Context: an optimization exercise on an open-source flow, tuned for small area, a short achievable clock period and few clock cycles. The choices shown serve that exercise and are no tape-out recipe.
In this exercise RTL edits were held to simulation tests only and were not proved equivalent to the original.

==> flow/design.v (excerpt) <==
module DivSqrtRecF64(
  input         clock,
                reset,
  output        io_inReady_div,
                io_inReady_sqrt,
  input         io_inValid,
                io_sqrtOp,
  input  [64:0] io_a,
                io_b,
  input  [2:0]  io_roundingMode,
  output        io_outValid_div,
                io_outValid_sqrt,
  output [64:0] io_out,
  output [4:0]  io_exceptionFlags
);
For scale: about 5700 cells after synthesis, roughly 410 flip-flops, ~0.034 sq mm of cells after synthesis.
Settings: LEC_CHECK=0, ABC_AREA=1, CAP_MARGIN=20, CORE_MARGIN=2, CORE_UTILIZATION=50, SETUP_SLACK_MARGIN=0.3, SLEW_MARGIN=20; clock period 11.0 ns.
standard.sh (not shown) runs the stock make flow with config.mk's settings and CLKGATE_MAP_FILE= SYNTH_SCRIPT=/design/flow/synth_recipe.tcl, a recipe that flattens the netlist after the stock synthesis.
==> flow/flow/run.sh <==
#!/bin/bash
# The standard layout (standard.sh), with two changes to how it is made:
#  - adders are left to ABC as plain gates instead of being mapped to the
#    library's full/half adder cells (ADDER_MAP_FILE empty);
#  - the timing repair steps aim for extra setup slack (SETUP_SLACK_MARGIN).
# The clock, the constraints and the rest of the flow are the design's.
# make's output goes to layout.log; ORFS keeps each step's log under orfs/logs.
set -euo pipefail
bash standard.sh ADDER_MAP_FILE= SETUP_SLACK_MARGIN=7.7 finish > layout.log 2>&1
Testbench counts at the start, summed over its fixed seeds: cycles 717,792.
Change:
--- a/flow/design.v
+++ b/flow/design.v
@@ -32,38 +32,27 @@
   wire        roundingMode_odd = io_roundingMode == 3'h6;
   wire        roundMagUp = io_roundingMode == 3'h2 & io_in_sign | io_roundingMode == 3'h3 & ~io_in_sign;
   wire        _overflow_roundMagUp_T = roundingMode_near_even | io_roundingMode == 3'h4;
   assign      anyRound = roundPos | extra;
   wire        doInc = _overflow_roundMagUp_T & roundPos | roundMagUp & anyRound;
   wire [54:0] incSig = {1'h0, kept} + 55'h1 & ~{54'h0, roundingMode_near_even & roundPos & ~extra};
   wire [54:0] truncSig = {keptTop, kept} | {54'h0, roundingMode_odd & anyRound};
   assign      roundedSig = doInc ? incSig : truncSig;
   wire        anyR = passThru ? anyIn : anyRound;
   wire [5:0]  shift;
   wire        tiny;
   RoundTinyShift ts (.sExp(io_in_sExp), .shift(shift), .tiny(tiny));
-  wire [13:0] e0 = {io_in_sExp[12], io_in_sExp};
-  wire [13:0] e1 = e0 + 14'h1;
-  wire [13:0] e2 = e0 + 14'h2;
-  wire        tu0 = $signed(e0) < 14'sh3CE;
-  wire        tu1 = $signed(e1) < 14'sh3CE;
-  wire        tu2 = $signed(e2) < 14'sh3CE;
-  wire        ov0 = $signed(e0[13:10]) > 4'sh2;
-  wire        ov1 = $signed(e1[13:10]) > 4'sh2;
-  wire        ov2 = $signed(e2[13:10]) > 4'sh2;
-  wire        sel1 = ~roundedSig[54] & roundedSig[53];
-  wire        sel2 = roundedSig[54];
-  wire [13:0] sRoundedExp = sel2 ? e2 : sel1 ? e1 : e0;
-  wire        common_totalUnderflow = sel2 ? tu2 : sel1 ? tu1 : tu0;
-  wire        expOverflow = sel2 ? ov2 : sel1 ? ov1 : ov0;
+  wire [13:0] sRoundedExp = {io_in_sExp[12], io_in_sExp} + {12'h0, roundedSig[54:53]};
+  wire        common_totalUnderflow = $signed(sRoundedExp) < 14'sh3CE;
+  wire        expOverflow = $signed(sRoundedExp[13:10]) > 4'sh2;
   wire        isNaNOut = io_invalidExc | io_in_isNaN;
   wire        notNaN_isSpecialInfOut = io_infiniteExc | io_in_isInf;
   wire        commonCase = ~isNaNOut & ~notNaN_isSpecialInfOut & ~io_in_isZero;
   wire        overflow = commonCase & expOverflow;
   wire        overflow_roundMagUp = _overflow_roundMagUp_T | roundMagUp;
   wire        pegMinNonzeroMagOut = commonCase & common_totalUnderflow & (roundMagUp | roundingMode_odd);
   wire        pegMaxFiniteMagOut = overflow & ~overflow_roundMagUp;
   wire        notNaN_isInfOut = notNaN_isSpecialInfOut | overflow & overflow_roundMagUp;
   assign io_out = {~isNaNOut & io_in_sign, sRoundedExp[11:0] & ~(io_in_isZero | common_totalUnderflow ? 12'hE00 : 12'h0) & ~(pegMinNonzeroMagOut ? 12'hC31 : 12'h0) & {1'h1, ~pegMaxFiniteMagOut, 10'h3FF} & {2'h3, ~notNaN_isInfOut, 9'h1FF} | (pegMinNonzeroMagOut ? 12'h3CE : 12'h0) | (pegMaxFiniteMagOut ? 12'hBFF : 12'h0) | (notNaN_isInfOut ? 12'hC00 : 12'h0) | (isNaNOut ? 12'hE00 : 12'h0), (isNaNOut | io_in_isZero | common_totalUnderflow ? {isNaNOut, 51'h0} : roundedSig[51:0]) | {52{pegMaxFiniteMagOut}}};
   assign io_exceptionFlags = {io_invalidExc, io_infiniteExc, overflow, commonCase & (common_totalUnderflow | anyR & io_in_sExp[12:11] != 2'h1 & tiny), overflow | commonCase & (common_totalUnderflow | anyR)};
 endmodule
 module SrtDigit(
@@ -130,26 +119,24 @@
   reg         ready;       
   reg  [4:0]  cnt;
   reg         sqrtOp;
   reg  [2:0]  rm;
   reg         sign;
   reg         isNaN, isInf, isZero, majorExc;
   reg  [12:0] sExp;
   reg  [11:0] expB;
   reg  [51:0] fractB;
   reg  [56:0] ws, wc;
   reg  [54:0] q, qm;
   reg         ovDiv, ovSqrt;
-  reg  [64:0] out;
-  reg  [4:0]  flags;
   reg         rExtra, rAny;
   reg         shr, shl;    
   reg  [5:0]  tcnt;
   reg         c0, c1;      
   reg  [4:0]  xpt, xnt;    
   wire rawA_isZero = io_a[63:61] == 3'h0;
   wire rawA_isNaN  = (&io_a[63:62]) & io_a[61];
   wire rawA_isInf  = (&io_a[63:62]) & ~io_a[61];
   wire rawB_isZero = io_b[63:61] == 3'h0;
   wire rawB_isNaN  = (&io_b[63:62]) & io_b[61];
   wire rawB_isInf  = (&io_b[63:62]) & ~io_b[61];
   wire nvDiv  = rawA_isZero & rawB_isZero | rawA_isInf & rawB_isInf;
@@ -323,25 +310,24 @@
       end else if (tiny) begin
         rAny   <= rAnyNow;
         tcnt   <= tShift;
         shr    <= 1'b0;
         shl    <= 1'b1;
       end
     end else if (~tDone)
       tcnt <= tcnt - 6'd1;
     ws <= busy ? ws2 : ws0;
     wc <= busy ? wc2 : wc0;
     q  <= ~busy ? q0 : cnt == 5'd27 ? qF :
           cnt != 5'd28 ? q2 :
+          last ? {3'h0, rOut[51:0]} :               
           ~shr ? {q[53:0], 1'b0} :                 
           ~tDone ? {q[0], 1'b0, q[53:1]} : rSig;   
-    qm <= ~busy ? qm0 : qm2;
-    out   <= rOut;
-    flags <= rFlags;
+    qm <= ~busy ? qm0 : last ? {37'h0, rFlags, rOut[64:52]} : qm2;
   end
   assign io_inReady_div    = ready;
   assign io_inReady_sqrt   = ready;
   assign io_outValid_div   = ovDiv;
   assign io_outValid_sqrt  = ovSqrt;
-  assign io_out            = out;
-  assign io_exceptionFlags = flags;
+  assign io_out            = {qm[12:0], q[51:0]};
+  assign io_exceptionFlags = qm[17:13];
 endmodule
After rerunning:
- fmax goes down by 2.7%
- area after synthesis shrinks by 6.9%
- sequential cell count fell by 70
- global-route usage is higher by 4.2 points
- hold slack gains 19 ps
- die area shrinks by 6.8%
- critical path depth fell by 6
Testbench counts after the change, summed over its fixed seeds: cycles 717,792.

==> afterwards: timing with drivers on the ports <==
Ports are ideal in the flow. The routed layouts listed here were re-timed in OpenROAD.
Step 1 assumes that a clkbuf_16 drives the clock port and a buf_2 every other input.
Step 2 moves the port delays by t, midway between the first and last clock arrival at a register: inputs arrive t later, outputs are due t later. That takes back most of the time a late clock gives input paths.
Slacks: ideal / step 1 / step 2; pairs: ideal / step 1.
run	shift t [ns]	setup slack, ns	worst slew at a driven data input, ns
the first run	0.699	7.590 / 7.590 / 7.052	0.07
the second run	0.676	7.496 / 7.425 / 7.055	0.08
After both steps setup and hold are still met in every run listed. For the first run, which loses most, drivers alone change the setup slack by 0.000 ns; drivers and shift together by -0.538 ns.
